This design comes from an exercise in tuning for small area, a short achievable clock period and few clock cycles on the open sky130 flow, not from production work. RTL that was checked went through simulation tests only; none was proved equivalent to the original. Function not checked in runs 1, 2, 6 and 7: the RTL went through the layout flow alone. Power and IR drop assume default switching activity.

--- design/flow/config.mk ---
export PLATFORM = sky130hd
export DESIGN_NAME = Datapath
export DESIGN_NICKNAME = Datapath
export VERILOG_FILES = /design/flow/design.v
export SDC_FILE = /design/flow/constraint.sdc
export NUM_CORES = 4
export LEC_CHECK = 0
export CAP_MARGIN = 20
export CORE_MARGIN = 2
export CORE_UTILIZATION = 60
export CTS_BUF_LIST = sky130_fd_sc_hd__clkbuf_8
export SLEW_MARGIN = 20
--- design/flow/constraint.sdc ---
create_clock -name core_clock -period 10.0 [get_ports {clk}]
set_input_delay 2.0000 -clock core_clock [delete_from_list [all_inputs] [get_ports {clk}]]
set_output_delay 2.0000 -clock core_clock [all_outputs]
set_load 0.01 [all_outputs]
--- design/flow/design.v ---
module Datapath (input clk, rst,
                 input [23:0] imem_data,
                 input [23:0] dmem_rdata,
                 output [23:0] imem_addr,
                 output [23:0] dmem_addr,
                 output [23:0] dmem_wdata,
                 output dmem_we,
                 output halted
);
    reg [23:0] H, W, K, C, X, J, L, P, T, AC, MDR, MAR, PC;
    reg [23:0] IR;       
    reg        vD;       
    reg [23:0] OPR;      
    reg        o0;       
    reg [3:0]  dst;
    reg        x_ld, x_st, x_clac, x_mv, x_alu, x_cin, x_div, x_mul2, x_mul4, x_mul, x_jmp, x_const, x_halt;
    reg        x_rac, x_rmdr;    
    reg [4:0]  mcnt;     
    reg        mskip;    
    wire [23:0] wval = OPR | ({24{x_rac}} & AC) | ({24{x_rmdr}} & MDR) |
                       ({24{x_const}} & IR) | ({24{x_ld}} & dmem_rdata);
    wire        wr   = x_mv | x_const;
    wire we_H = wr & (dst == 4'd1), we_W = wr & (dst == 4'd2), we_K = wr & (dst == 4'd3);
    wire we_C = wr & (dst == 4'd4), we_X = wr & (dst == 4'd5), we_J = wr & (dst == 4'd6);
    wire we_L = wr & (dst == 4'd7), we_P = wr & (dst == 4'd8), we_T = wr & (dst == 4'd9);
    wire we_A = wr & (dst == 4'd10), we_D = wr & (dst == 4'd12), we_M = wr & (dst == 4'd13);
    wire [23:0] sum;
    prefix_add24 adder (.a(AC), .b(OPR), .cin(x_cin), .s(sum));
    wire [23:0] mmask = ~(24'hFFFFFE << mcnt) & {24{AC[23]}};
    wire        skip4 = mskip & (AC[23:20] == 4'd0);
    wire [4:0]  mnext = mcnt + (skip4 ? 5'd4 : 5'd1);
    wire        mdone = skip4 ? (mcnt == 5'd20) : (mcnt == 5'd23);
    wire        mstep = x_mul & ~skip4;
    wire taken = x_jmp & ~sum[23];
    wire stall = (x_mul & ~mdone) | x_halt;
    wire        ac_wr   = we_A | x_ld;
    wire        ac_hold = ~(ac_wr | x_alu | x_mul | x_div | x_mul2 | x_mul4 | x_clac);
    wire [23:0] use_sum = {24{x_alu}};
    wire [23:0] use_ms  = {24{mstep}} & mmask;
    wire [23:0] ac_oth  = ({24{ac_wr}} & wval) | ({24{ac_hold}} & AC) |
                          ({24{x_div}} & {4'd0, AC[23:4]}) |
                          (({24{x_mul2}} | ({24{mstep}} & ~mmask)) & {AC[22:0], 1'b0}) |
                          ({24{x_mul4}} & {AC[21:0], 2'b0}) |
                          ({24{x_mul & skip4}} & {AC[19:0], 4'd0});
    wire [23:0] ac_next = (use_sum & sum) | (use_ms & {sum[22:0], o0}) | (~use_sum & ~use_ms & ac_oth);
    wire [23:0] pc_inc;
    inc24 pcinc (.a(PC), .y(pc_inc));
    assign imem_addr  = PC;
    assign dmem_addr  = MAR;
    assign dmem_wdata = AC;
    assign dmem_we    = x_st;
    assign halted     = x_halt;
    wire [4:0] d_op  = IR[4:0];
    wire [3:0] d_dst = IR[8:5];
    wire [3:0] d_src = IR[12:9];
    wire d_mv   = d_op == 5'd8;
    wire d_opnd = d_op == 5'd11 || d_op == 5'd12 || d_op == 5'd16 || d_op == 5'd17;
    wire d_inv  = d_op == 5'd12 || d_op == 5'd17 || d_op == 5'd10;
    wire d_mul  = d_op == 5'd16;
    wire d_2w   = d_op == 5'd17 || d_op == 5'd20;       
    wire [2:0] od = d_dst[2:0];
    wire s_H  = d_mv & (d_src == 4'd1);
    wire s_W  = d_mv ? (d_src == 4'd2) : d_opnd & (od == 3'd2);
    wire s_K  = d_mv ? (d_src == 4'd3) : d_opnd & (od == 3'd3);
    wire s_C  = d_mv & (d_src == 4'd4);
    wire s_X  = d_mv ? (d_src == 4'd5) : d_opnd & (od == 3'd5);
    wire s_J  = d_mv ? (d_src == 4'd6) : d_opnd & (od == 3'd6);
    wire s_L  = d_mv ? (d_src == 4'd7) : d_opnd & (od == 3'd0 || od == 3'd4 || od == 3'd7);
    wire s_P  = d_mv & (d_src == 4'd8);
    wire s_T  = d_mv ? (d_src == 4'd9) : d_opnd & (od == 3'd1);
    wire s_IR = d_mv & (d_src == 4'd14);
    wire fwd  = x_mv & ((s_H & we_H) | (s_W & we_W) | (s_K & we_K) | (s_C & we_C) | (s_X & we_X) |
                        (s_J & we_J) | (s_L & we_L) | (s_P & we_P) | (s_T & we_T));
    wire [23:0] rdv = ({24{s_H}} & H) | ({24{s_W}} & W) | ({24{s_K}} & K) | ({24{s_C}} & C) |
                      ({24{s_X}} & X) | ({24{s_J}} & J) | ({24{s_L}} & L) | ({24{s_P}} & P) |
                      ({24{s_T}} & T) | ({24{s_IR}} & IR);
    wire [23:0] opv = fwd ? wval : rdv;
    wire [23:0] opr_next = d_mul ? {1'b0, opv[23:1]} : opv ^ {24{d_inv}};
    always @(posedge clk) begin
        if (rst) begin
            PC      <= 24'd0;
            vD      <= 1'b0;
            x_ld    <= 1'b0;
            x_st    <= 1'b0;
            x_clac  <= 1'b0;
            x_mv    <= 1'b0;
            x_alu   <= 1'b0;
            x_div   <= 1'b0;
            x_mul2  <= 1'b0;
            x_mul4  <= 1'b0;
            x_mul   <= 1'b0;
            x_jmp   <= 1'b0;
            x_const <= 1'b0;
            x_halt  <= 1'b0;
            x_rac   <= 1'b0;
            x_rmdr  <= 1'b0;
            mcnt    <= 5'd0;
            mskip   <= 1'b1;
        end else begin
            if (!stall) begin
                PC      <= taken ? IR : pc_inc;
                vD      <= ~taken & ~(vD & d_2w);
                x_ld    <= vD & (d_op == 5'd3);
                x_st    <= vD & (d_op == 5'd5);
                x_clac  <= vD & (d_op == 5'd7);
                x_mv    <= vD & d_mv;
                x_alu   <= vD & (d_op == 5'd9 || d_op == 5'd10 || d_op == 5'd11 || d_op == 5'd12);
                x_div   <= vD & (d_op == 5'd13);
                x_mul2  <= vD & (d_op == 5'd14);
                x_mul4  <= vD & (d_op == 5'd15);
                x_mul   <= vD & d_mul;
                x_jmp   <= vD & (d_op == 5'd17);
                x_const <= vD & (d_op == 5'd20);
                x_halt  <= vD & ~d_op[4] & ~d_op[3] & ~d_op[0];
                x_rac   <= vD & ((d_mv & (d_src == 4'd10)) | (d_op == 5'd5));
                x_rmdr  <= vD & d_mv & (d_src == 4'd12);
            end
            mcnt  <= (x_mul & ~mdone) ? mnext : 5'd0;
            mskip <= ~(x_mul & ~mdone) | skip4;
        end
    end
    always @(posedge clk) begin
        if (!stall) begin
            IR    <= imem_data;
            dst   <= d_dst;
            OPR   <= opr_next;
            o0    <= opv[0];
            x_cin <= d_op == 5'd12 || d_op == 5'd17 || d_op == 5'd9;
        end
    end
    always @(posedge clk) begin
        if (we_H) H <= wval;
        if (we_W) W <= wval;
        if (we_K) K <= wval;
        if (we_C) C <= wval;
        if (we_X) X <= wval;
        if (we_J) J <= wval;
        if (we_L) L <= wval;
        if (we_P) P <= wval;
        if (we_T) T <= wval;
        if (we_M) MAR <= wval;
        if (we_D | x_ld | x_st) MDR <= wval;
        AC <= ac_next;
    end
endmodule
module prefix_add24 (input [23:0] a, b, input cin, output [23:0] s);
    wire [23:0] p0 = a ^ b;
    wire [23:0] g0 = a & b;
    wire [23:0] g [0:5];
    wire [23:0] p [0:5];
    assign g[0] = {g0[23:1], g0[0] | (p0[0] & cin)};
    assign p[0] = p0;
    genvar l, i;
    generate
        for (l = 0; l < 5; l = l + 1) begin : lev
            for (i = 0; i < 24; i = i + 1) begin : bi
                if (i >= (1 << l)) begin : n
                    assign g[l+1][i] = g[l][i] | (p[l][i] & g[l][i - (1 << l)]);
                    assign p[l+1][i] = p[l][i] & p[l][i - (1 << l)];
                end else begin : pass
                    assign g[l+1][i] = g[l][i];
                    assign p[l+1][i] = p[l][i];
                end
            end
        end
    endgenerate
    wire [23:0] c = {g[5][22:0], cin};    
    assign s = p0 ^ c;
endmodule
module inc24 (input [23:0] a, output [23:0] y);
    wire [23:0] t [0:5];
    assign t[0] = a;
    genvar l, i;
    generate
        for (l = 0; l < 5; l = l + 1) begin : lev
            for (i = 0; i < 24; i = i + 1) begin : bi
                if (i >= (1 << l)) begin : n
                    assign t[l+1][i] = t[l][i] & t[l][i - (1 << l)];
                end else begin : pass
                    assign t[l+1][i] = t[l][i];
                end
            end
        end
    endgenerate
    wire [23:0] c = {t[5][22:0], 1'b1};   
    assign y = a ^ c;
endmodule
--- design/flow/flow/run.sh ---
#!/bin/bash
# Standard layout, with plain buffers on the ports and timing repair aiming
# at a 6.5 ns setup margin.
bash standard.sh SETUP_SLACK_MARGIN=6.5 'BUFFER_PORTS_ARGS=-buffer_cell sky130_fd_sc_hd__buf_2' finish > standard.log 2>&1
--- design/flow/standard.sh ---
#!/bin/bash
# synth_recipe.tcl (not shown) runs the flow's synth.tcl, then flattens the netlist and writes it again
# the make line also repeats each setting of config.mk as NAME=value (left out here)
make -C /OpenROAD-flow-scripts/flow DESIGN_CONFIG=/design/flow/config.mk WORK_HOME=/design/flow/orfs CLKGATE_MAP_FILE= SYNTH_SCRIPT=/design/flow/synth_recipe.tcl "${@:-finish}"
==> flow_metrics.tcl, run 1 <==
set metrics [dict create \
    setup.worst_path.start_class "flop" \
    syn_nets 1586 \
    reg2reg_from "IR[2]" \
    diodes 0 \
    grt_overflow 0 \
    tightestPinTransition_ns 1.01 \
    clkPwrFrac_pct 28.9 \
    antenna_found_initial 0 \
    grt.busiest_layer "met2" \
    synth_area_sq_mm 0.0180 \
    period_share_pct 36.2 \
    fin_nets 1761 \
    drc_errors 0 \
    cts_htree_levels 3 \
    clk_latency_ns 0.61 \
    clockBufferDepth 3 \
    synth_cells 1508 \
    rsz0062_at_grt "true" \
    ir_drop_uv 174 \
    place_hpwl_um 35400 \
    synth-main-ff-cell "edfxtp_1" \
    crit_slowest_cell "or4_4" \
    swShare_pct 33.7 \
    routabilityCongestion 0.932 \
    syn_avg_cell_area_sq_um 11.9 \
    drt_iter0_drc 2289 \
    cts_made_buffers 66 \
    reg2reg_slack_ns 6.38 \
    fmaxAchievable_mhz 276 \
    hold_class "flop to flop" \
    slew_viol_final 0 \
    p_switching_mw 1.50 \
    grt_pass1_vias 13400 \
    synth_edf_count 318 \
    critPathKind "flop to flop" \
    worst_r2r_endpoint "OPR[23]" \
    vias 14700 \
    fillers 2084 \
    grt_usage_pct 34.4 \
    grt_pass1_wl_um 80700 \
    power_mw 4.46 \
    path_max_fanout 7 \
    cp.depth 12 \
    ys_types 74 \
    place_area_sq_mm 0.0191 \
    yosysTopAreaCell "edfxtp_1" \
    p_leak_nw 7.87 \
    seq_power_share_pct 48.2 \
    cts-root-buf "clkbuf_8" \
    wirelength_um 56500 \
    area_delta_synth_final_pct 18.7 \
    async_reset_ff_share_pct 0 \
    ys_seq_area_share_pct 60.9 \
    seqCellArea_sq_mm 0.0109 \
    power.density_mw_per_mm2 209 \
    port_buffers 123 \
    fin_tns_setup_ns 0 \
    design_area_sq_mm 0.0213 \
    hold_viol_final 0 \
    cp_cell_sequence "or3_4, or4_4, nor3_4, buf_12, a32o_1, a211o_1, o41ai_4, clkbuf_16, mux2i_4, mux2_4, o22ai_2, a211oi_2" \
    cp.arrival_ns 3.94 \
    intPower_mw 2.96 \
    drive_gt1_share_pct 22.2 \
    first_pass_iters 9 \
    cap_violations 0 \
    dieArea_sq_mm 0.0313 \
    use_met3_pct 7.30 \
    use_met1_pct 49.6 \
    wl_per_cell_um 26.7 \
    min_period_ns 3.62 \
    grt_max_degree 69 \
    yosys_warnings 3 \
    clk_pin_slew_ns 0.06 \
    tritoncts "yes" \
    fin_cells 2116 \
    crit_path_end_kind "flop" \
    die_x_um 177 \
    finalClockSkew_ns 0.0391 \
    rows 63 \
    max_stage_delay_ns 0.62 \
    synthTopCellsByArea "edfxtp_1 (53%), dfxtp_1 (7.7%), a222oi_1 (4.6%)" \
    slew_headroom_pct 32.4 \
    worstPathBufferInverterCount 2 \
    combPwrFrac_pct 22.9 \
    via_per_inst 6.93 \
    reg2reg_depth 12 \
    die_y_um 177 \
    critPathCapture "OPR[23]" \
    multiInputGateArea_sq_mm 0.00713 \
    start_util_pct 60.8 \
    postRouteAntennaNets 0 \
    yosys.area.top_type_share_pct 53.2 \
    ys_ff_latch 387 \
    setup_viol 0 \
    use_met2_pct 51.8 \
    coreArea_sq_mm 0.0296 \
    startpoint "IR[2]" \
    ios 124 \
    outcome "complete, no violations" \
    clock_sinks 387 \
    crit_required_ns 10.32 \
    crit_family "simple AND/OR/NAND/NOR gates" \
    post-place-cells 1955 \
]
[sequential cells by signal, summed over array words and instances (netlist names), 4 cells and up]
name  flops
C        24
AC       24
dst       4
K        24
X        24
PC       24
H        24
OPR      24
J        24
MAR      24
T        24
W        24
IR       24
P        24
MDR      24
L        24
mcnt      5
[stage by stage]
step	setup slack, ns	hold slack [ns]	util (%)
after floorplan	6.31	0.424	-
after global placement	5.89	0.469	64.6
after detailed placement	5.83	0.493	64.6
after CTS	6.48	0.507	69.6
after global routing	6.34	0.540	72.1
final	6.38	0.516	72.1
[power by group through the flow]
| stage | Clock (mW) | Combinational [mW] | Sequential (mW) |
|---|---|---|---|
| 2_1_floorplan | 0 | 0.611 | 2.08 |
| 3_3_place_gp | 0 | 0.881 | 2.17 |
| 3_5_place_dp | 0 | 0.891 | 2.17 |
| 4_1_cts | 1.30 | 0.925 | 2.14 |
| 5_1_grt | 1.38 | 1.10 | 2.15 |
| 6_report | 1.29 | 1.02 | 2.15 |
[cell type report]
| type | instances | share of cell area (%) |
|---|---|---|
| Sequential cell | 387 | 51.3 |
| Multi-Input combinational cell | 1000 | 33.5 |
| Timing Repair Buffer | 206 | 7.05 |
| Clock buffer | 68 | 4.39 |
| Tap cell | 390 | 2.29 |
| Clock inverter | 43 | 1.08 |
| Inverter | 22 | 0.399 |
[layout by cell type (no fill, tap or decap), types with 8 or more instances in the layout]
cell type  instances
nand2_1          140
nor2_1            80
a221oi_1           9
a21o_1            10
nand3_1           54
nand4_1           28
mux2i_1           27
edfxtp_1         318
a21oi_1          118
o21ai_0           42
a311oi_1          21
nor2b_1           13
ha_1              24
and2_1            10
a221o_1           41
nor3b_1            9
a22oi_1           13
inv_1             40
and3_1            29
nand2b_1          14
xnor2_1           20
or2_2              8
clkbuf_8          68
buf_2            123
a31oi_1           38
buf_4             61
nor4_1            13
mux2i_4           13
nor3_1            20
dfxtp_1           62
a222oi_1          83
clkinv_1          10
[how the worst min path moves through the flow]
stage / from / end / slack, ns / depth (start not counted)
floorplan: IR[6] / dst[1] / 0.42 / 0
global placement: x_st / x_st / 0.47 / 2
detailed placement: x_clac / x_clac / 0.49 / 2
CTS: x_clac / x_clac / 0.51 / 2
global route: x_clac / x_clac / 0.54 / 2
finish: x_clac / x_clac / 0.52 / 2
[Yosys cell counts (all sizes together), types with 3 or more instances]
cell / n
a211oi: 5
a21o: 10
a21oi: 121
a221o: 41
a221oi: 9
a222oi: 83
a22o: 4
a22oi: 13
a311oi: 21
a31oi: 40
and2: 11
and3: 30
buf: 16
clkbuf: 84
dfxtp: 69
edfxtp: 318
ha: 26
inv: 22
mux2i: 41
nand2: 140
nand2b: 16
nand3: 55
nand4: 28
nor2: 87
nor2b: 14
nor3: 27
nor3b: 10
nor4: 17
nor4b: 3
o211ai: 5
o21a: 7
o21ai: 55
o21bai: 3
o22ai: 4
o31ai: 5
or2: 8
or3: 5
or4: 6
xnor2: 20
xor2: 5
[per-layer routing]
metal / vias to the layer above / routed length (um)
met5: - / 0
li1: 6408 / -
met4: 0 / 2050
met1: 7158 / 22500
met3: 124 / 6480
met2: 974 / 25500
[repair_timing]
| item | 4_1_cts | 5_1_grt |
|---|---|---|
| setup endpoints to repair | 102 | 54 |
| setup buffers | 20 | 22 |
| hold buffers | 0 | 0 |
| pin swaps | 2 | 16 |
| gates cloned | 1 | 7 |
| gates resized for setup | 32 | 84 |
[kinds of logic after synthesis]
family / synth area share [%]
simple gates: 12.8
compound gates: 18.2
flops: 60.9
buf+inv: 2.61
mux: 2.37
fa+ha+maj: 2.03
xor+xnor: 1.22
[tightest hold or removal path, stage by stage (launching register included)]
cell     delay, ns
dfxtp_1       0.34
a21oi_1       0.07
nor2_1        0.07
==> inputs of run 2 (changes only) <==
==> design/flow/flow/run.sh (replaced) <==
#!/bin/bash
# Standard layout, except: adders are left to abc as plain gates (no full or
# half adder cells), plain buffers on the ports, and timing repair aiming at
# a 6.5 ns setup margin.
bash standard.sh ADDER_MAP_FILE= SETUP_SLACK_MARGIN=6.5 'BUFFER_PORTS_ARGS=-buffer_cell sky130_fd_sc_hd__buf_2' finish > standard.log 2>&1
==> run 2 against run 1 <==
Utilization fell by 1.2 points. Power fell by 6.5%. Routed wire length fell by 2.7%. Synthesized cell count rose by 3.2%. Die area rose by 1.3%. Non-clock buffer count fell by 8. Critical endpoint is now PC[7]. Largest cell class unchanged.
==> flow_metrics.tcl, run 2 <==
set metrics [dict create \
    grt_pass1_vias 13600 \
    fin_nets 1740 \
    first_pass_iters 9 \
    dieArea_sq_mm 0.0317 \
    async_reset_ff_share_pct 0 \
    finalClockSkew_ns 0.0414 \
    crit_path_end_kind "flop" \
    p_leak_nw 7.64 \
    drt_iter0_drc 2188 \
    synthTopCellsByArea "edfxtp_1 (52%), dfxtp_1 (7.6%), a222oi_1 (4.3%)" \
    synth_common_cells "edfxtp_1 (318), nand2_1 (151), a21oi_1 (127)" \
    crit_required_ns 10.56 \
    clk_latency_ns 0.67 \
    cp.arrival_ns 4.09 \
    synth_cells 1556 \
    start_util_pct 61.2 \
    cap_violations 0 \
    antenna_found_initial 1 \
    yosysMostFrequentCell "edfxtp_1" \
    yosys.area.top_type_share_pct 52.5 \
    power.density_mw_per_mm2 198 \
    tightestPinTransition_ns 0.995 \
    via_per_inst 6.77 \
    tritoncts "yes" \
    yosys_warnings 3 \
    hold_class "flop to flop" \
    die_y_um 178 \
    cts-root-buf "clkbuf_8" \
    vias 14400 \
    wirelength_um 55000 \
    routabilityCongestion 0.908 \
    syn_nets 1606 \
    hold_viol_final 0 \
    drc_errors 0 \
    wl_per_cell_um 25.8 \
    clk_pin_slew_ns 0.06 \
    min_period_ns 3.53 \
    ios 124 \
    fmaxAchievable_mhz 283 \
    cts_made_buffers 60 \
    fin_hold_ws_ns 0.493 \
    synth-main-ff-cell "edfxtp_1" \
    fin_tns_setup_ns 0 \
    outcome "complete, no violations" \
    postRouteAntennaNets 0 \
    most-common-layout-cells "edfxtp_1 (318), nand2_1 (151), a21oi_1 (127), buf_2 (123), a222oi_1 (78)" \
    grt_usage_pct 34.6 \
    clock_sinks 387 \
    final_common_cell "edfxtp_1" \
    area_delta_synth_final_pct 15.9 \
    rsz0062_at_grt "true" \
    period_share_pct 35.3 \
    syn_avg_cell_area_sq_um 11.7 \
    synth_edf_count 318 \
    ir_drop_uv 147 \
    grt_overflow 0 \
    critPathKind "flop to flop" \
    path_max_fanout 5 \
    ys_seq_area_share_pct 60.1 \
    synth_area_sq_mm 0.0182 \
    port_buffers 123 \
    fillers 2136 \
    grt_pass1_wl_um 82200 \
    die_x_um 178 \
    drive_gt1_share_pct 21.3 \
    rows 63 \
    setup_viol 0 \
    place_hpwl_um 35100 \
    setup.worst_path.start_class "flop" \
    slew_headroom_pct 33.6 \
    clockBufferDepth 3 \
    slew_viol_final 0 \
    ys_types 73 \
    ys_ff_latch 387 \
    diodes 0 \
    coreArea_sq_mm 0.0297 \
    yosysTopAreaCell "edfxtp_1" \
    grt_max_degree 72 \
    cts_htree_levels 2 \
]
run 2: cells by family after synthesis:
family	after synthesis	synth area share (%)
compound gates	445	17.9
xor+xnor	53	2.55
fa+ha+maj	15	0.839
buf+inv	138	2.96
flops	387	60.1
mux	57	3.20
simple gates	461	12.5
run 2: path summary, 6_finish.rpt:
kind / from / to / slack [ns] / depth (start not counted)
max reg2reg: OPR[0] / PC[7] / 6.47 / 11
min: x_st / x_st / 0.49 / 2
max: OPR[0] / PC[7] / 6.47 / 11
min reg2reg: x_st / x_st / 0.49 / 2
run 2: per-stage QoR:
step	instances	total power, mW	util, %	worst slack [ns]	area (sq um)
3_5_place_dp	1975	2.89	64.8	5.45	19300
2_1_floorplan	1556	2.59	-	6.45	18300
4_1_cts	2112	4.12	69.5	6.45	20700
5_1_grt	2130	4.33	71.0	6.38	21100
6_report	2130	4.17	71.0	6.47	21100
3_3_place_gp	1975	2.88	64.8	5.60	19300
run 2: area by class of cell:
type,instances,area (sq um),area share [%]
inverter,12,52.6,0.249
tap,390,488,2.31
clock inverter,50,254,1.20
timing repair buffer,198,1370,6.49
clock buffer,62,853,4.05
sequential,387,11000,51.9
multi-input combinational,1031,7120,33.8
run 2: worst max-delay path, cell delays in order, from the launching register on:
cell	delay, ns
edfxtp_1	0.44
maj3_2	0.35
maj3_2	0.35
a2bb2oi_4	0.16
a211o_4	0.38
o211ai_1	0.25
a31oi_2	0.15
or3_4	0.43
and3_4	0.19
buf_12	0.13
or4_4	0.49
a31oi_4	0.14
run 2: timing repair:
item | 4_1_cts | 5_1_grt
pin swaps | 12 | 26
buffers inserted | 25 | 15
gates resized for setup | 28 | 48
hold buffers | 0 | 0
setup endpoints to repair | 111 | 112
cloned | 0 | 3
run 2: routing by layer:
metal / routed length [um] / vias up / track usage [%]
li1: - / 6476 / -
met1: 22300 / 6982 / 49.2
met2: 25000 / 855 / 52.9
met3: 5630 / 102 / 6.42
met4: 2050 / 0 / 14.4
met5: 0 / - / 0
run 2: report_power, final:
part | switching [mW] | leakage, nW | internal [mW]
combinational | 0.495 | 3.45 | 0.320
sequential | 0.233 | 3.58 | 1.90
clock | 0.637 | 0.618 | 0.586
==> inputs of run 3 (changes only) <==
--- a/design/flow/design.v
+++ b/design/flow/design.v
@@ -12,2 +12,5 @@
     reg        vD;       
+    reg [3:0]  rcode;    
+    reg        d_inv;    
+    reg        d_mul;    
     reg [23:0] OPR;      
@@ -29,5 +32,5 @@
     wire [23:0] mmask = ~(24'hFFFFFE << mcnt) & {24{AC[23]}};
-    wire        skip4 = mskip & (AC[23:20] == 4'd0);
+    wire        skip4 = mskip & (AC[23:20] == 4'd0) & (mcnt != 5'd20);
     wire [4:0]  mnext = mcnt + (skip4 ? 5'd4 : 5'd1);
-    wire        mdone = skip4 ? (mcnt == 5'd20) : (mcnt == 5'd23);
+    wire        mdone = mcnt == 5'd23;
     wire        mstep = x_mul & ~skip4;
@@ -52,2 +55,11 @@
     assign halted     = x_halt;
+    wire [4:0] f_op  = imem_data[4:0];
+    wire [2:0] f_od  = imem_data[7:5];
+    wire [3:0] f_src = imem_data[12:9];
+    wire f_mv   = f_op == 5'd8;
+    wire f_opnd = f_op == 5'd11 || f_op == 5'd12 || f_op == 5'd16 || f_op == 5'd17;
+    wire [3:0] f_ocode = (f_od == 3'd2) ? 4'd2 : (f_od == 3'd3) ? 4'd3 : (f_od == 3'd1) ? 4'd9 :
+                         (f_od == 3'd5) ? 4'd5 : (f_od == 3'd6) ? 4'd6 : 4'd7;
+    wire [3:0] f_rcode = f_mv ? ((f_src == 4'd10 || f_src == 4'd12) ? 4'd0 : f_src) :
+                         f_opnd ? f_ocode : 4'd0;
     wire [4:0] d_op  = IR[4:0];
@@ -56,19 +68,8 @@
     wire d_mv   = d_op == 5'd8;
-    wire d_opnd = d_op == 5'd11 || d_op == 5'd12 || d_op == 5'd16 || d_op == 5'd17;
-    wire d_inv  = d_op == 5'd12 || d_op == 5'd17 || d_op == 5'd10;
-    wire d_mul  = d_op == 5'd16;
     wire d_2w   = d_op == 5'd17 || d_op == 5'd20;       
-    wire [2:0] od = d_dst[2:0];
-    wire s_H  = d_mv & (d_src == 4'd1);
-    wire s_W  = d_mv ? (d_src == 4'd2) : d_opnd & (od == 3'd2);
-    wire s_K  = d_mv ? (d_src == 4'd3) : d_opnd & (od == 3'd3);
-    wire s_C  = d_mv & (d_src == 4'd4);
-    wire s_X  = d_mv ? (d_src == 4'd5) : d_opnd & (od == 3'd5);
-    wire s_J  = d_mv ? (d_src == 4'd6) : d_opnd & (od == 3'd6);
-    wire s_L  = d_mv ? (d_src == 4'd7) : d_opnd & (od == 3'd0 || od == 3'd4 || od == 3'd7);
-    wire s_P  = d_mv & (d_src == 4'd8);
-    wire s_T  = d_mv ? (d_src == 4'd9) : d_opnd & (od == 3'd1);
-    wire s_IR = d_mv & (d_src == 4'd14);
-    wire fwd  = x_mv & ((s_H & we_H) | (s_W & we_W) | (s_K & we_K) | (s_C & we_C) | (s_X & we_X) |
-                        (s_J & we_J) | (s_L & we_L) | (s_P & we_P) | (s_T & we_T));
+    wire s_H  = rcode == 4'd1, s_W = rcode == 4'd2, s_K = rcode == 4'd3;
+    wire s_C  = rcode == 4'd4, s_X = rcode == 4'd5, s_J = rcode == 4'd6;
+    wire s_L  = rcode == 4'd7, s_P = rcode == 4'd8, s_T = rcode == 4'd9;
+    wire s_IR = rcode == 4'd14;
+    wire fwd  = x_mv & (dst == rcode) & (rcode != 4'd0);
     wire [23:0] rdv = ({24{s_H}} & H) | ({24{s_W}} & W) | ({24{s_K}} & K) | ({24{s_C}} & C) |
@@ -110,3 +111,3 @@
                 x_mul4  <= vD & (d_op == 5'd15);
-                x_mul   <= vD & d_mul;
+                x_mul   <= vD & (d_op == 5'd16);
                 x_jmp   <= vD & (d_op == 5'd17);
@@ -124,2 +125,5 @@
             IR    <= imem_data;
+            rcode <= f_rcode;
+            d_inv <= f_op == 5'd12 || f_op == 5'd17 || f_op == 5'd10;
+            d_mul <= f_op == 5'd16;
             dst   <= d_dst;
==> run 3 against run 2 <==
Still clean on timing, DRC and antenna. Synthesized cell count shrank 1.9%. Clock power up 8%. Flip-flop and latch count increased by 6. Design area down 4.0%. Non-clock buffer count fell by 45. Via count shrank 2.1%. Global-route usage fell by 0.87 points. Maximum frequency rose by 1.4%. Combinational power up 57%. Area after synthesis shrank 0.98%. Final cell count down 3.3%. Power increased by 20%. Critical endpoint is now dmem_wdata[4]. Largest cell class unchanged. Largest power group unchanged.
==> flow_metrics.tcl, run 3 <==
set metrics [dict create \
    outcome "complete, no violations" \
    syn_nets 1576 \
    die_x_um 177 \
    slew_headroom_pct 30.6 \
    worstPathBufferInverterCount 1 \
    finalClockSkew_ns 0.0294 \
    crit_slowest_cell "dfxtp_1" \
    fmaxAchievable_mhz 287 \
    place_hpwl_um 33300 \
    die_y_um 177 \
    port_buffers 123 \
    slew_viol_final 0 \
    routabilityCongestion 0.924 \
    vias 14100 \
    cts-root-buf "clkbuf_8" \
    clockBufferDepth 3 \
    crit_path_end_kind "primary output" \
    ys_seq_area_share_pct 61.7 \
    postRouteAntennaNets 0 \
    synth_cells 1526 \
    yosys.area.top_type_share_pct 54.0 \
    cts_htree_levels 3 \
    synth_area_sq_mm 0.0180 \
    power_mw 4.99 \
    ios 124 \
    wirelength_um 53300 \
    postCtsHoldBufs 0 \
    grt_usage_pct 33.8 \
    area_delta_synth_final_pct 12.3 \
    async_reset_ff_share_pct 0 \
    hold_start "x_clac" \
    setup.worst_path.start_class "flop" \
    period_share_pct 34.8 \
    wl_per_cell_um 25.9 \
    path_max_fanout 12 \
    p_leak_nw 6.99 \
    cap_violations 0 \
    synthTopCellsByArea "edfxtp_1 (54%), dfxtp_1 (7.7%), xnor2_1 (3.0%)" \
    final_common_cell "edfxtp_1" \
    first_pass_iters 7 \
    worst_r2r_endpoint "AC[13]" \
    reg2reg_slack_ns 6.56 \
    tritoncts "yes" \
    max_stage_delay_ns 0.65 \
    synth_edf_count 324 \
    fin_tns_setup_ns 0 \
    most-common-layout-cells "edfxtp_1 (324), buf_2 (123), nand2_1 (115), a21oi_1 (102), nor2_1 (94)" \
    setup_viol 0 \
    grt_pass1_vias 12800 \
    reg2reg_from "OPR[0]" \
    rsz0062_at_grt "true" \
    via_per_inst 6.85 \
    synth-main-ff-cell "edfxtp_1" \
    yosysTopAreaCell "edfxtp_1" \
    ir_drop_uv 171 \
    cp.depth 1 \
    yosys_warnings 3 \
    rows 63 \
    ys_types 68 \
    syn_avg_cell_area_sq_um 11.8 \
    cp_cell_sequence "buf_2" \
    coreArea_sq_mm 0.0296 \
    critPathKind "flop to primary output" \
    place_area_sq_mm 0.0190 \
    drt_iter0_drc 1941 \
    clk_latency_ns 0.60 \
    reg2reg_depth 10 \
    fillers 2220 \
    cp.arrival_ns 1.48 \
    drc_errors 0 \
    fin_nets 1670 \
    antenna_found_initial 1 \
    diodes 0 \
    crit_family "flip-flops" \
    crit_required_ns 8.00 \
    dieArea_sq_mm 0.0314 \
    clk_pin_slew_ns 0.06 \
    drive_gt1_share_pct 18.1 \
    start_util_pct 60.8 \
    cts_made_buffers 66 \
    hold_viol_final 0 \
    clock_sinks 393 \
    yosysMostFrequentCell "edfxtp_1" \
    power.density_mw_per_mm2 247 \
    design_area_sq_mm 0.0202 \
    grt_pass1_wl_um 78600 \
    ys_ff_latch 393 \
    synth_common_cells "edfxtp_1 (324), nand2_1 (117), clkbuf_1 (110)" \
    min_path_cells 2 \
    grt_overflow 0 \
    min_to "x_clac" \
    min_period_ns 3.48 \
    tightestPinTransition_ns 1.04 \
    grt_max_degree 66 \
    hold_class "flop to flop" \
]
-- run 3: per-layer routing --
layer | wire, um | vias to the layer above | track usage (%)
li1 | - | 6236 | -
met1 | 21200 | 6871 | 48.2
met2 | 24100 | 875 | 51.9
met3 | 6150 | 124 | 7.04
met4 | 1790 | 0 | 11.4
met5 | 0 | - | 0
-- run 3: area by class of cell --
type | count | area [sq um] | area share [%]
clock buffer | 67 | 922 | 4.56
clock inverter | 51 | 294 | 1.45
inverter | 13 | 53.8 | 0.266
multi-input combinational | 993 | 6520 | 32.2
sequential | 393 | 11100 | 55.0
tap | 390 | 488 | 2.41
timing repair buffer | 153 | 841 | 4.15
-- run 3: how the worst max path moves through the flow --
stage	from	end
final	AC[4]	dmem_wdata[4]
after global routing	AC[13]	PC[14]
after CTS	AC[11]	PC[14]
after detailed placement	AC[11]	PC[14]
after global placement	AC[11]	PC[14]
after floorplan	x_const	C[0]
-- run 3: logic make-up after synthesis --
| group | count (synthesis) | synth area share (%) |
|---|---|---|
| flip-flops | 393 | 61.7 |
| AO/OA/AOI/OAI | 468 | 18.8 |
| adder cells (fa/ha/maj) | 17 | 1.00 |
| multiplexers | 1 | 0.0556 |
| XOR/XNOR | 81 | 4.02 |
| buffers and inverters | 141 | 3.00 |
| AND/OR/NAND/NOR | 425 | 11.5 |
-- run 3: timing repair --
action	4_1_cts	5_1_grt
setup buffers	0	1
pin swaps	0	3
gates cloned	0	1
gates resized for setup	10	13
endpoints found under the setup margin	56	37
-- run 3: report_power, final --
group	switching, mW	internal (mW)	total, mW
combinational	0.825	0.458	1.28
clock	0.656	0.664	1.32
sequential	0.294	2.09	2.39
total	1.78	3.22	4.99
-- run 3: metrics by stage --
stage | cells | utilization [%] | hold WS [ns] | setup WS (ns)
6_report | 2060 | 68.3 | 0.497 | 6.52
5_1_grt | 2060 | 68.3 | 0.534 | 6.43
4_1_cts | 2058 | 68.1 | 0.501 | 6.52
3_5_place_dp | 1940 | 64.0 | 0.488 | 5.98
3_3_place_gp | 1940 | 64.0 | 0.472 | 6.11
2_1_floorplan | 1526 | - | 0.449 | 6.51
Testbench counts of run 3, summed over its fixed seeds: cycles 103,338.
==> inputs of run 4 (changes only) <==
==> design/flow/flow/run.sh (replaced) <==
#!/bin/bash
# Standard layout, with plain buffers on the ports and timing repair aiming
# at a 6.5 ns setup margin.
bash standard.sh SETUP_SLACK_MARGIN=6.5 'BUFFER_PORTS_ARGS=-buffer_cell sky130_fd_sc_hd__buf_2' finish > standard.log 2>&1
--- a/design/flow/config.mk
+++ b/design/flow/config.mk
@@ -11,2 +11,4 @@
 export CTS_BUF_LIST = sky130_fd_sc_hd__clkbuf_8
+export CTS_CLUSTER_DIAMETER = 60
+export CTS_CLUSTER_SIZE = 15
 export SLEW_MARGIN = 20
==> run 4 against run 3 <==
Worst hold slack gained 0.00066 ns. Count of clock-buffer cells in the layout shrank 29. Setup slack gained 0.092 ns. Critical path depth is the same. Die area grew 0.71%. First-iteration DRC count grew 6.8%. Largest cell class unchanged. Critical endpoint is now dmem_wdata[13]. Clock power shrank 28%. Via count shrank 1.1%. Combinational power grew 7%. Maximum frequency grew 2.7%. Sequential share of layout area grew 0.86 points.
==> flow_metrics.tcl, run 4 <==
set metrics [dict create \
    coreArea_sq_mm 0.0297 \
    wirelength_um 54200 \
    start_util_pct 61.1 \
    crit_required_ns 8.00 \
    power.density_mw_per_mm2 233 \
    fin_nets 1656 \
    synth-main-ff-cell "edfxtp_1" \
    reg2reg_depth 9 \
    most-common-layout-cells "edfxtp_1 (324), nand2_1 (133), buf_2 (122), a21oi_1 (100), dfxtp_1 (67)" \
    path_max_fanout 8 \
    seq_power_share_pct 49.9 \
    cts_htree_levels 2 \
    min_period_ns 3.39 \
    clk_latency_ns 0.58 \
    grt_overflow 0 \
    tightestPinTransition_ns 1.14 \
    postCtsHoldBufs 0 \
    p_leak_nw 6.92 \
    fin_tns_setup_ns 0 \
    clkPwrFrac_pct 20.6 \
    reg2reg_slack_ns 6.62 \
    swShare_pct 36.9 \
    wl_per_cell_um 27.4 \
    ys_types 76 \
    grt_pass1_vias 12900 \
    clk_pin_slew_ns 0.08 \
    crit_slowest_cell "dfxtp_1" \
    cp.depth 1 \
    yosys.area.top_type_share_pct 53.6 \
    grt_usage_pct 34.3 \
    tritoncts "yes" \
    final_common_cell "edfxtp_1" \
    cap_violations 0 \
    via_per_inst 7.04 \
    synthTopCellsByArea "edfxtp_1 (54%), dfxtp_1 (7.6%), a21oi_1 (2.8%)" \
    grt_max_degree 61 \
    crit_family "flip-flops" \
    syn_avg_cell_area_sq_um 12.3 \
    rsz0062_at_grt "false" \
    yosysMostFrequentCell "edfxtp_1" \
    slew_viol_final 0 \
    critPathCapture "dmem_wdata[13]" \
    ys_seq_area_share_pct 61.2 \
    fmaxAchievable_mhz 295 \
    synth_edf_count 324 \
    ys_ff_latch 393 \
    synth_area_sq_mm 0.0181 \
    vias 13900 \
    drive_gt1_share_pct 15.6 \
    setup_ws_ns 6.61 \
    p_switching_mw 1.71 \
    finalClockSkew_ns 0.0372 \
    setup.worst_path.start_class "flop" \
    outcome "complete, no violations" \
    async_reset_ff_share_pct 0 \
    drc_errors 0 \
    syn_nets 1559 \
    routabilityCongestion 0.927 \
    dieArea_sq_mm 0.0316 \
    startpoint "AC[13]" \
    reg2reg_from "OPR[0]" \
    die_y_um 178 \
    grt_pass1_wl_um 81000 \
    period_share_pct 33.9 \
    antenna_found_initial 1 \
    yosysTopAreaCell "edfxtp_1" \
    place_hpwl_um 35500 \
    drt_iter0_drc 2073 \
    yosys_warnings 3 \
    pre_cts_slack_ns 5.39 \
    ios 124 \
    hold_class "flop to flop" \
    postRouteAntennaNets 0 \
    die_x_um 178 \
    slew_headroom_pct 23.8 \
    cts_made_buffers 38 \
    crit_path_end_kind "primary output" \
    diodes 0 \
    max_stage_delay_ns 0.61 \
    final_core_util_pct 67.0 \
    worst_r2r_endpoint "PC[3]" \
    hold_viol_final 0 \
    first_pass_iters 8 \
    synth_cells 1481 \
    cts-root-buf "clkbuf_8" \
    ir_drop_uv 167 \
    combPwrFrac_pct 29.5 \
    clockBufferDepth 3 \
    fin_hold_ws_ns 0.498 \
    cp_cell_sequence "buf_2" \
    setup_viol 0 \
    intPower_mw 2.92 \
    critPathKind "flop to primary output" \
    clock_sinks 393 \
    port_buffers 123 \
    min_path_cells 2 \
    worstPathBufferInverterCount 1 \
    area_delta_synth_final_pct 9.71 \
    cp.arrival_ns 1.39 \
    synth_common_cells "edfxtp_1 (324), nand2_1 (133), a21oi_1 (100)" \
    rows 63 \
]
run 4: changes by cell type in the layout (fill, tap and decap cells not counted), sizes merged, moves of 17 or more:
cell    previous run  this run
nor2             105        73
xor2              18        36
mux2i              1        24
maj3              17         0
ha                 0        26
clkinv            28         7
clkbuf            67        39
a31oi             37         9
xnor2             63        19
run 4: cell type report:
| cell class | instances | area (sq um) |
|---|---|---|
| clock buffers | 38 | 523 |
| fillers | 2240 | 9810 |
| well taps | 390 | 488 |
| multi-input cells | 973 | 6690 |
| clock inverters | 16 | 145 |
| flip-flops and latches | 393 | 11100 |
| repair buffers | 156 | 877 |
| inverters | 16 | 67.6 |
run 4: what timing repair did:
action | 4_1_cts | 5_1_grt
gates resized for setup | 5 | 7
setup buffers | 0 | 0
pin swaps | 0 | 0
setup endpoints to repair | 81 | 70
run 4: kinds of logic (layout without fill, tap and decap cells):
kind of cell / after synthesis / in the layout / share of synthesized area (%)
compound gates: 458 / 458 / 19.2
simple gates: 408 / 408 / 11.2
flops: 393 / 393 / 61.2
buf+inv: 115 / 226 / 2.47
xor+xnor: 55 / 55 / 2.65
fa+ha+maj: 28 / 28 / 2.01
mux: 24 / 24 / 1.32
run 4: through the flow:
stage	std cells	area [sq um]	power, mW
detailed placement	1927	19200	3.65
global placement	1927	19200	3.62
global route	1982	19900	4.82
finish	1982	19900	4.63
CTS	1981	19900	4.59
floorplan	1481	18100	3.13
run 4: how the worst min path moves through the flow:
stage / from / to / slack [ns]
floorplan: o0 / AC[0] / 0.44
global placement: x_clac / x_clac / 0.48
detailed placement: x_clac / x_clac / 0.48
CTS: vD / vD / 0.50
global route: vD / vD / 0.54
finish: vD / vD / 0.50
run 4: tightest hold or removal path: cells and delay by family, from the launching register on:
| family | cells | cell delay [ns] |
|---|---|---|
| AO/OA/AOI/OAI | 1 | 0.05 |
| AND/OR/NAND/NOR | 1 | 0.06 |
| flip-flops | 1 | 0.34 |
run 4: power by group through the flow:
| stage | Clock, mW | Combinational, mW | Sequential [mW] |
|---|---|---|---|
| after floorplan | 0 | 0.904 | 2.23 |
| after global placement | 0 | 1.29 | 2.33 |
| after detailed placement | 0 | 1.32 | 2.33 |
| after CTS | 0.967 | 1.33 | 2.30 |
| after global routing | 1.02 | 1.48 | 2.31 |
| final | 0.955 | 1.37 | 2.31 |
run 4: per-layer routing:
layer,GRT usage (%),part of all wire (%)
met2,52.2,45
met5,0,0
met1,49.3,41
met3,5.81,10
met4,13.7,4.0
==> inputs of run 5 (changes only) <==
--- a/design/flow/config.mk
+++ b/design/flow/config.mk
@@ -11,4 +11,2 @@
 export CTS_BUF_LIST = sky130_fd_sc_hd__clkbuf_8
-export CTS_CLUSTER_DIAMETER = 60
-export CTS_CLUSTER_SIZE = 15
 export SLEW_MARGIN = 20
==> run 5 against run 4 <==
Routed wire length rose by 1.1%. Clock skew fell by 0.0053 ns. Die area did not move. Non-clock buffer count did not move. Global-route usage rose by 0.48 points. Flip-flop and latch count did not move. Synthesized cell count did not move. Register-to-register slack improved by 0.05 ns. Sequential share of layout area fell by 1.4 points. Critical path type unchanged. Highest routed layer unchanged.
==> flow_metrics.tcl, run 5 <==
set metrics [dict create \
    worstPathBufferInverterCount 1 \
    critPathKind "flop to primary output" \
    drive_gt1_share_pct 16.9 \
    antenna_found_initial 1 \
    rows 63 \
    period_share_pct 34.2 \
    crit_family "flip-flops" \
    grt_overflow 0 \
    synth_edf_count 324 \
    path_max_fanout 8 \
    clock_sinks 393 \
    ir_drop_uv 161 \
    slew_viol_final 0 \
    synth-simple-area-share_pct 11.2 \
    clockBufferDepth 3 \
    syn_nets 1559 \
    die_x_um 178 \
    min_period_ns 3.42 \
    cp.arrival_ns 1.42 \
    coreArea_sq_mm 0.0297 \
    tightestPinTransition_ns 1.13 \
    yosys.area.top_type_share_pct 53.6 \
    post-place-cells 1927 \
    cts-root-buf "clkbuf_8" \
    grt_pass1_wl_um 81800 \
    power.density_mw_per_mm2 244 \
    grt_max_degree 61 \
    drc_errors 0 \
    synth_top_family_by_area "compound AO/OA/AOI/OAI gates" \
    fin_tns_setup_ns 0 \
    most-common-layout-cells "edfxtp_1 (324), nand2_1 (133), buf_2 (123), a21oi_1 (100), clkbuf_8 (69)" \
    routabilityCongestion 0.927 \
    yosysMostFrequentCell "edfxtp_1" \
    cap_violations 0 \
    synth_common_cells "edfxtp_1 (324), nand2_1 (133), a21oi_1 (100)" \
    fmaxAchievable_mhz 293 \
    synth.area.mux_share_pct 1.32 \
    cts_htree_levels 3 \
    tritoncts "yes" \
    outcome "complete, no violations" \
    wl_per_cell_um 26.8 \
    port_buffers 123 \
    cts_made_buffers 66 \
    synth-main-ff-cell "edfxtp_1" \
    yosysTopAreaCell "edfxtp_1" \
    p_leak_nw 7.27 \
    power_mw 4.99 \
    setup_viol 0 \
    fin_cells 2043 \
    postRouteAntennaNets 0 \
    setup.worst_path.start_class "flop" \
    wirelength_um 54800 \
    async_reset_ff_share_pct 0 \
    crit_required_ns 8.00 \
    synth_fa_ha_area_share_pct 2.01 \
    synth_cells 1481 \
    cp_cell_sequence "buf_2" \
    hold_class "flop to flop" \
    clk_pin_slew_ns 0.06 \
    synth-compound-area-share_pct 19.2 \
    drt_iter0_drc 1957 \
    grt_usage_pct 34.8 \
    synthXorXnorAreaFrac_pct 2.65 \
    ys_ff_latch 393 \
    syn_avg_cell_area_sq_um 12.3 \
    grt_pass1_vias 13300 \
    clk_latency_ns 0.62 \
    yosys_warnings 3 \
    rsz0062_at_grt "false" \
    crit_slowest_cell "dfxtp_1" \
    ys_types 76 \
    max_stage_delay_ns 0.61 \
    fillers 2184 \
    final_common_cell "edfxtp_1" \
    diodes 0 \
    fin_nets 1684 \
    synthTopCellsByArea "edfxtp_1 (54%), dfxtp_1 (7.6%), a21oi_1 (2.8%)" \
    ios 124 \
    via_per_inst 6.95 \
    die_y_um 178 \
    crit_path_end_kind "primary output" \
    start_util_pct 61.1 \
    synth_area_sq_mm 0.0181 \
    multiInputGateArea_sq_mm 0.00669 \
    first_pass_iters 8 \
    seqCellArea_sq_mm 0.0111 \
    postCtsHoldBufs 0 \
    ys_seq_area_share_pct 61.2 \
    dieArea_sq_mm 0.0316 \
    slew_headroom_pct 24.4 \
    vias 14200 \
    finalClockSkew_ns 0.0319 \
    place_hpwl_um 35500 \
    hold_viol_final 0 \
    area_delta_synth_final_pct 12.6 \
]
run 5: area by class of cell:
| type | instances | area share, % |
|---|---|---|
| repair buffers | 156 | 4.28 |
| clock inverters | 46 | 1.19 |
| clock buffers | 69 | 4.65 |
| well taps | 390 | 2.39 |
| flip-flops and latches | 393 | 54.4 |
| multi-input cells | 973 | 32.8 |
| inverters | 16 | 0.319 |
run 5: timing repair:
action                     CTS  global route
setup endpoints to repair   82            73
setup buffers                0             0
gates cloned                 0             0
pin swaps                    0             0
gates resized for setup      5             5
run 5: per-layer routing:
layer / track usage (%) / share of wire, % / routed length [um]
met1: 49.0 / 40 / 21800
met2: 52.6 / 45 / 24600
met5: 0 / 0 / 0
met4: 15.0 / 4.0 / 2210
met3: 6.96 / 11 / 6210
run 5: kinds of logic (layout without fill, tap and decap cells):
| group | count (synthesis) | count (layout) |
|---|---|---|
| AND/OR/NAND/NOR | 408 | 408 |
| adder cells (fa/ha/maj) | 28 | 28 |
| XOR/XNOR | 55 | 55 |
| flip-flops | 393 | 393 |
| AO/OA/AOI/OAI | 458 | 458 |
| buffers and inverters | 115 | 287 |
| multiplexers | 24 | 24 |
run 5: stage by stage:
stage	hold slack [ns]	setup slack (ns)	cell area [sq um]	utilization, %
6_report	0.500	6.58	20400	68.7
4_1_cts	0.495	6.52	20400	68.6
3_5_place_dp	0.482	5.39	19200	64.5
3_3_place_gp	0.476	5.45	19200	64.5
2_1_floorplan	0.445	6.66	18100	-
5_1_grt	0.536	6.53	20400	68.7
run 5: worst register-to-register path: stages, from the launching register on:
cell and delay (ns):
dfxtp_1 0.29, buf_4 0.26, or4_1 0.65, nor3_1 0.71, and2_1 0.70, a22oi_1 0.19
a311oi_1 0.29, a221o_1 0.16
run 5: report_power, final:
part | internal (mW) | switching (mW) | total (mW)
clock | 0.652 | 0.660 | 1.31
sequential | 2.08 | 0.227 | 2.31
combinational | 0.451 | 0.917 | 1.37
run 5: worst paths after layout:
| check | startpoint | end | slack, ns | depth (start not counted) |
|---|---|---|---|---|
| setup / recovery | AC[13] | dmem_wdata[13] | 6.58 | 1 |
| hold / removal | x_clac | x_clac | 0.50 | 2 |
| setup reg to reg | x_alu | AC[5] | 6.67 | 7 |
| hold reg to reg | x_clac | x_clac | 0.50 | 2 |
==> inputs of run 6 (changes only) <==
--- a/design/flow/design.v
+++ b/design/flow/design.v
@@ -20,2 +20,3 @@
     reg        x_rac, x_rmdr;    
+    reg        x_acwr, x_achold;  
     reg [4:0]  mcnt;     
@@ -38,4 +39,4 @@
     wire stall = (x_mul & ~mdone) | x_halt;
-    wire        ac_wr   = we_A | x_ld;
-    wire        ac_hold = ~(ac_wr | x_alu | x_mul | x_div | x_mul2 | x_mul4 | x_clac);
+    wire        ac_wr   = x_acwr;        
+    wire        ac_hold = x_achold;      
     wire [23:0] use_sum = {24{x_alu}};
@@ -97,2 +98,4 @@
             x_rmdr  <= 1'b0;
+            x_acwr  <= 1'b0;
+            x_achold <= 1'b1;
             mcnt    <= 5'd0;
@@ -117,2 +120,7 @@
                 x_rmdr  <= vD & d_mv & (d_src == 4'd12);
+                x_acwr  <= vD & (d_op == 5'd3 || ((d_mv || d_op == 5'd20) && d_dst == 4'd10));
+                x_achold <= ~vD | ~(d_op == 5'd3 || ((d_mv || d_op == 5'd20) && d_dst == 4'd10) ||
+                                    d_op == 5'd7 || d_op == 5'd9 || d_op == 5'd10 || d_op == 5'd11 ||
+                                    d_op == 5'd12 || d_op == 5'd13 || d_op == 5'd14 || d_op == 5'd15 ||
+                                    d_op == 5'd16);
             end
==> design/flow/flow/run.sh (replaced) <==
#!/bin/bash
# Standard layout, with plain buffers on the ports and timing repair aiming
# at a 7.0 ns setup margin.
bash standard.sh SETUP_SLACK_MARGIN=7.0 'BUFFER_PORTS_ARGS=-buffer_cell sky130_fd_sc_hd__buf_2' finish > standard.log 2>&1
--- a/design/flow/config.mk
+++ b/design/flow/config.mk
@@ -11,2 +11,4 @@
 export CTS_BUF_LIST = sky130_fd_sc_hd__clkbuf_8
+export CTS_CLUSTER_DIAMETER = 60
+export CTS_CLUSTER_SIZE = 15
 export SLEW_MARGIN = 20
==> run 6 against run 5 <==
Count of clock-buffer cells in the layout is 32 lower. Sequential share of layout area is 2.9 points lower. Global-route usage grew 0.52 points. Final cell count up 1.6%. Clock skew is 0.0066 ns higher. Synthesized cell count hardly changed. Worst hold slack improved by 0.012 ns. Critical path depth did not move. Utilization increased by 4.8 points. Largest power group unchanged.
==> flow_metrics.tcl, run 6 <==
set metrics [dict create \
    synth_cells 1480 \
    crit_path_end_kind "primary output" \
    p_switching_mw 1.53 \
    rsz0062_at_grt "true" \
    hold_class "flop to flop" \
    fmaxAchievable_mhz 305 \
    synth_common_cells "edfxtp_1 (324), nand2_1 (131), a21oi_1 (81), clkbuf_1 (81), a22oi_1 (79)" \
    cp_cell_sequence "buf_2" \
    grt_usage_pct 35.3 \
    outcome "complete, no violations" \
    yosys.area.top_type_share_pct 53.3 \
    synth_edf_count 324 \
    setup_ws_ns 6.72 \
    ys_types 71 \
    async_reset_ff_share_pct 0 \
    via_per_inst 7.01 \
    setup.worst_path.start_class "flop" \
    pre_cts_slack_ns 6.27 \
    first_pass_iters 9 \
    postRouteAntennaNets 0 \
    yosys_warnings 3 \
    wl_per_cell_um 28.0 \
    clockBufferDepth 3 \
    cts_htree_levels 2 \
    port_buffers 123 \
    most-common-layout-cells "edfxtp_1 (324), buf_4 (119), nand2_1 (106), a22oi_1 (78), a21oi_1 (77)" \
    cts-root-buf "clkbuf_8" \
    crit_required_ns 8.00 \
    yosysTopAreaCell "edfxtp_1" \
    cp.arrival_ns 1.28 \
    crit_slowest_cell "edfxtp_1" \
    clk_latency_ns 0.60 \
    drt_iter0_drc 2116 \
    power.density_mw_per_mm2 204 \
    slew_viol_final 0 \
    start_util_pct 61.2 \
    cts_made_buffers 37 \
    fin_tns_setup_ns 0 \
    area_delta_synth_final_pct 20.1 \
    grt_max_degree 67 \
    syn_nets 1558 \
    ios 124 \
    period_share_pct 32.8 \
    yosysMostFrequentCell "edfxtp_1" \
    ys_ff_latch 394 \
    finalClockSkew_ns 0.0385 \
    grt_pass1_wl_um 82600 \
    intPower_mw 2.94 \
    slew_headroom_pct 26.9 \
    crit_family "flip-flops" \
    wirelength_um 58100 \
    fillers 1958 \
    dieArea_sq_mm 0.0318 \
    final_common_cell "edfxtp_1" \
    clkPwrFrac_pct 20.9 \
    worstPathBufferInverterCount 1 \
    synthTopCellsByArea "edfxtp_1 (53%), dfxtp_1 (7.7%), a22oi_1 (3.3%)" \
    combPwrFrac_pct 31.7 \
    synth_area_sq_mm 0.0182 \
    ys_seq_area_share_pct 61.0 \
    grt_overflow 0 \
    syn_avg_cell_area_sq_um 12.3 \
    ir_drop_uv 129 \
    routabilityCongestion 0.929 \
    antenna_found_initial 0 \
    cap_violations 0 \
    synth-main-ff-cell "edfxtp_1" \
    place_hpwl_um 35300 \
    tritoncts "yes" \
    die_y_um 178 \
    rows 63 \
    min_period_ns 3.28 \
    tightestPinTransition_ns 1.09 \
    drc_errors 0 \
    swShare_pct 34.2 \
    clk_pin_slew_ns 0.10 \
    path_max_fanout 1 \
    drive_gt1_share_pct 29.1 \
    hold_viol_final 0 \
    critPathKind "flop to primary output" \
    fin_nets 1748 \
    vias 14500 \
    setup_viol 0 \
    max_stage_delay_ns 0.50 \
    coreArea_sq_mm 0.0298 \
    seq_power_share_pct 47.4 \
    die_x_um 178 \
    grt_pass1_vias 13300 \
    clock_sinks 394 \
    p_leak_nw 7.75 \
    diodes 0 \
]
run 6: cell types whose count changed after synthesis, sizes merged, moves of 9 or more:
cell     change
mux2i       +34
buf          +9
a21oi       -20
a311oi      -10
a221oi      -11
a31oi       +15
a22o        -25
nor2b        -9
a2bb2oi     +11
a22oi       +48
o21ai       -37
run 6: stage by stage:
step	hold WS [ns]	util (%)	instance area [sq um]	power [mW]	instances
2_1_floorplan	0.445	-	18400	2.79	1480
3_5_place_dp	0.481	65.3	19500	3.17	1919
6_report	0.511	73.5	21900	4.47	2075
5_1_grt	0.529	73.5	21900	4.62	2075
3_3_place_gp	0.469	65.3	19500	3.16	1919
4_1_cts	0.504	70.8	21100	4.27	2025
run 6: kinds of logic (layout without fill, tap and decap cells):
group	count (synthesis)	in the layout	synth area share, %
AOI/OAI and AO/OA	421	422	17.5
DFF	394	394	61.0
and+or+nand+nor	392	392	10.7
buffers and inverters	128	332	2.74
muxes	59	59	3.24
xor gates and xnor gates	58	58	2.79
adders and majority gates	28	28	2.00
run 6: layer usage:
metal	track usage [%]	vias to the layer above	part of all wire, %
li1	-	6303	-
met1	49.2	7108	38
met4	13.9	0	4.6
met5	0	-	0
met2	54.9	952	46
met3	7.01	183	11
run 6: area by class of cell:
| type | count | area, sq um | share of cell area, % |
|---|---|---|---|
| multi-input cells | 959 | 7370 | 33.6 |
| inverters | 23 | 87.6 | 0.400 |
| clock inverters | 17 | 136 | 0.623 |
| clock buffers | 37 | 509 | 2.32 |
| repair buffers | 255 | 2040 | 9.31 |
| flip-flops and latches | 394 | 11300 | 51.5 |
| well taps | 390 | 488 | 2.23 |
run 6: repair_timing:
action | in CTS | in global routing
gates cloned | 0 | 6
resized for setup | 167 | 81
pin swaps | 7 | 55
endpoints found under the setup margin | 122 | 146
hold buffers | 0 | 0
buffers inserted | 52 | 44
run 6: final timing paths:
| path | from | endpoint | slack [ns] | cells after the start |
|---|---|---|---|---|
| max | MAR[19] | dmem_addr[19] | 6.72 | 1 |
| min | o0 | AC[0] | 0.51 | 1 |
| max reg2reg | AC[12] | PC[5] | 6.97 | 9 |
| min reg2reg | o0 | AC[0] | 0.51 | 1 |
run 6: power groups by stage:
stage	Sequential (mW)	Clock [mW]	Combinational, mW
floorplan	2.11	0	0.685
global placement	2.21	0	0.949
detailed placement	2.21	0	0.966
CTS	2.11	0.938	1.22
global route	2.12	0.990	1.51
finish	2.12	0.933	1.42
==> inputs of run 7 (changes only) <==
--- a/design/flow/design.v
+++ b/design/flow/design.v
@@ -51,2 +51,6 @@
     inc24 pcinc (.a(PC), .y(pc_inc));
+    wire        pc_take = taken & ~rst;
+    wire        pc_step = ~rst & ~stall & ~taken;
+    wire        pc_keep = ~rst & stall;
+    wire [23:0] pc_next = ({24{pc_take}} & IR) | ({24{pc_step}} & pc_inc) | ({24{pc_keep}} & PC);
     assign imem_addr  = PC;
@@ -82,3 +86,2 @@
         if (rst) begin
-            PC      <= 24'd0;
             vD      <= 1'b0;
@@ -104,3 +107,2 @@
             if (!stall) begin
-                PC      <= taken ? IR : pc_inc;
                 vD      <= ~taken & ~(vD & d_2w);
@@ -130,2 +132,3 @@
     end
+    always @(posedge clk) PC <= pc_next;
     always @(posedge clk) begin
==> run 7 against run 6 <==
Synthesized cell count rose by 0.74%. Clock power rose by 7%. Count of clock-buffer cells in the layout rose by 1. Setup slack improved by 0.048 ns. Design area rose by 1.0%. Power rose by 6.6%. Final cell count rose by 1.4%. First-iteration DRC count fell by 4.8%. Die area rose by 1.3%. Area after synthesis rose by 1.4%. Maximum frequency rose by 1.5%. Utilization fell by 0.80 points.
==> flow_metrics.tcl, run 7 <==
set metrics [dict create \
    grt.busiest_layer "met2" \
    first_pass_iters 10 \
    cp_cell_sequence "buf_2" \
    slew_headroom_pct 28.3 \
    area_delta_synth_final_pct 19.7 \
    setup_viol 0 \
    drc_errors 0 \
    place_hpwl_um 36500 \
    reg2reg_from "AC[0]" \
    wl_per_cell_um 27.9 \
    dieArea_sq_mm 0.0322 \
    crit_slowest_cell "edfxtp_1" \
    ys_ff_latch 394 \
    worstPathBufferInverterCount 1 \
    grt_overflow 0 \
    synthTopCellsByArea "edfxtp_1 (53%), dfxtp_1 (7.6%), a22oi_1 (3.5%)" \
    power.density_mw_per_mm2 215 \
    startpoint "MAR[19]" \
    synth_common_cells "edfxtp_1 (324), nand2_1 (121), a22oi_1 (85)" \
    yosys.area.top_type_share_pct 52.6 \
    routabilityCongestion 0.922 \
    vias 14800 \
    fin_nets 1764 \
    syn_nets 1569 \
    antenna_found_initial 1 \
    synth_edf_count 324 \
    hold_viol_final 0 \
    setup.worst_path.start_class "flop" \
    rows 64 \
    power_mw 4.76 \
    p_leak_nw 7.97 \
    synth_area_sq_mm 0.0185 \
    yosys_warnings 3 \
    ios 124 \
    drt_iter0_drc 2015 \
    post-place-cells 1933 \
    grt_max_degree 66 \
    crit_required_ns 8.00 \
    die_y_um 180 \
    ir_drop_uv 155 \
    path_max_fanout 1 \
    clock_sinks 394 \
    synth_cells 1491 \
    outcome "complete, no violations" \
    fmaxAchievable_mhz 310 \
    die_x_um 180 \
    ys_types 77 \
    ys_seq_area_share_pct 60.2 \
    via_per_inst 7.04 \
    clk_latency_ns 0.58 \
    hold_class "flop to flop" \
    postRouteAntennaNets 0 \
    use_met1_pct 48.5 \
    period_share_pct 32.3 \
    cts_made_buffers 38 \
    port_buffers 123 \
    slew_viol_final 0 \
    drive_gt1_share_pct 28.2 \
    cts_htree_levels 2 \
    clk_pin_slew_ns 0.10 \
    start_util_pct 60.8 \
    max_stage_delay_ns 0.47 \
    cap_violations 0 \
    finalClockSkew_ns 0.0336 \
    yosysMostFrequentCell "edfxtp_1" \
    yosysTopAreaCell "edfxtp_1" \
    fin_cells 2104 \
    clockBufferDepth 3 \
    synth-main-ff-cell "edfxtp_1" \
    grt_pass1_vias 14000 \
    syn_avg_cell_area_sq_um 12.4 \
    final_common_cell "edfxtp_1" \
    crit_family "flip-flops" \
    most-common-layout-cells "edfxtp_1 (324), buf_4 (127), nand2_1 (96), a22oi_1 (78), buf_2 (72)" \
    use_met2_pct 54.6 \
    tightestPinTransition_ns 1.07 \
    cp.arrival_ns 1.23 \
    grt_usage_pct 35.4 \
    critPathKind "flop to primary output" \
    cts-root-buf "clkbuf_8" \
    rsz0062_at_grt "true" \
    fin_tns_setup_ns 0 \
    coreArea_sq_mm 0.0304 \
    fin_hold_ws_ns 0.503 \
    min_period_ns 3.23 \
    hold_start "o0" \
    use_met3_pct 8.55 \
    tritoncts "yes" \
    fillers 2078 \
    grt_pass1_wl_um 86900 \
    async_reset_ff_share_pct 0 \
    wirelength_um 58800 \
    crit_path_end_kind "primary output" \
]
-- run 7: path summary, 6_finish.rpt --
kind              cells past startpoint            end  slack, ns
setup / recovery                      1  dmem_addr[19]       6.77
hold / removal                        1          AC[0]       0.50
setup reg to reg                     10         PC[11]       6.91
hold reg to reg                       1          AC[0]       0.50
-- run 7: layer usage --
metal	vias up	part of all wire, %	wire length, um
li1	6443	-	-
met1	7265	39	22900
met2	945	45	26700
met3	159	11	6760
met4	2	4.1	2430
met5	-	0.024	14
-- run 7: timing repair --
| action | CTS | global route |
|---|---|---|
| pin swaps | 20 | 57 |
| resized for setup | 177 | 57 |
| endpoints found under the setup margin | 136 | 138 |
| buffers inserted | 72 | 35 |
| cloned | 1 | 1 |
| hold buffers | 0 | 0 |
-- run 7: final cells by class --
class	instances	area [sq um]	share of cell area (%)
sequential	394	11300	51.1
multi-input combinational	971	7480	33.8
timing repair buffer	260	2040	9.20
clock buffer	38	523	2.36
tap	396	495	2.24
clock inverter	23	206	0.933
inverter	21	83.8	0.379
antenna	1	2.50	0.0113
-- run 7: metrics by stage --
step	util, %	setup slack, ns	area [sq um]
after floorplan	-	6.19	18600
after global placement	64.8	6.06	19700
after detailed placement	64.8	5.99	19700
after CTS	71.0	6.77	21600
after global routing	72.7	6.75	22100
final	72.7	6.77	22100
-- run 7: kinds of logic (layout without fill, tap and decap cells) --
kind of cell	after synthesis	count (layout)	synth area share, %
AO/OA/AOI/OAI	451	452	19.2
XOR/XNOR	49	49	2.32
adder cells (fa/ha/maj)	28	28	1.98
buffers and inverters	127	342	2.73
flip-flops	394	394	60.2
multiplexers	47	47	2.55
other	0	1	0
AND/OR/NAND/NOR	395	395	11.1
-- run 7: where the power goes --
| group | switching (mW) | total, mW | internal, mW | leakage, nW |
|---|---|---|---|---|
| sequential | 0.134 | 2.11 | 1.98 | 3.66 |
| combinational | 0.963 | 1.64 | 0.681 | 3.91 |
| clock | 0.598 | 1.00 | 0.406 | 0.404 |
| total | 1.69 | 4.76 | 3.07 | 7.97 |

## separate check: timing with driven ports
Ports are ideal in the flow. The routed layouts listed here were re-timed in OpenROAD.
Step 1, drivers: a clkbuf_16 drives clk and a buf_2 each remaining input, both assumed.
Step 2 also shifts input and output timing later by t, the mid clock arrival at the registers, as if the neighbouring blocks saw the same clock.
Slacks: no drivers / after step 1 / after step 2; pairs: no drivers / after step 1.
run | t, ns | setup slack, ns | slew at the worst register clock pin (ns)
run 1 | 0.637 | 6.383 / 6.383 / 6.005 | 0.06 / 0.06
run 2 | 0.698 | 6.471 / 6.471 / 5.985 | 0.07 / 0.07
run 3 | 0.634 | 6.518 / 6.473 / 6.195 | 0.07 / 0.07
run 4 | 0.608 | 6.610 / 6.561 / 6.155 | 0.10 / 0.10
run 5 | 0.649 | 6.584 / 6.535 / 6.141 | 0.07 / 0.07
run 6 | 0.626 | 6.724 / 6.675 / 6.451 | 0.10 / 0.10
run 7 | 0.617 | 6.772 / 6.722 / 6.349 | 0.10 / 0.10
After both steps setup and hold are still met in every run listed. The setup slack of run 2, which loses most, moves by 0.000 ns with the drivers and by -0.486 ns with both steps.
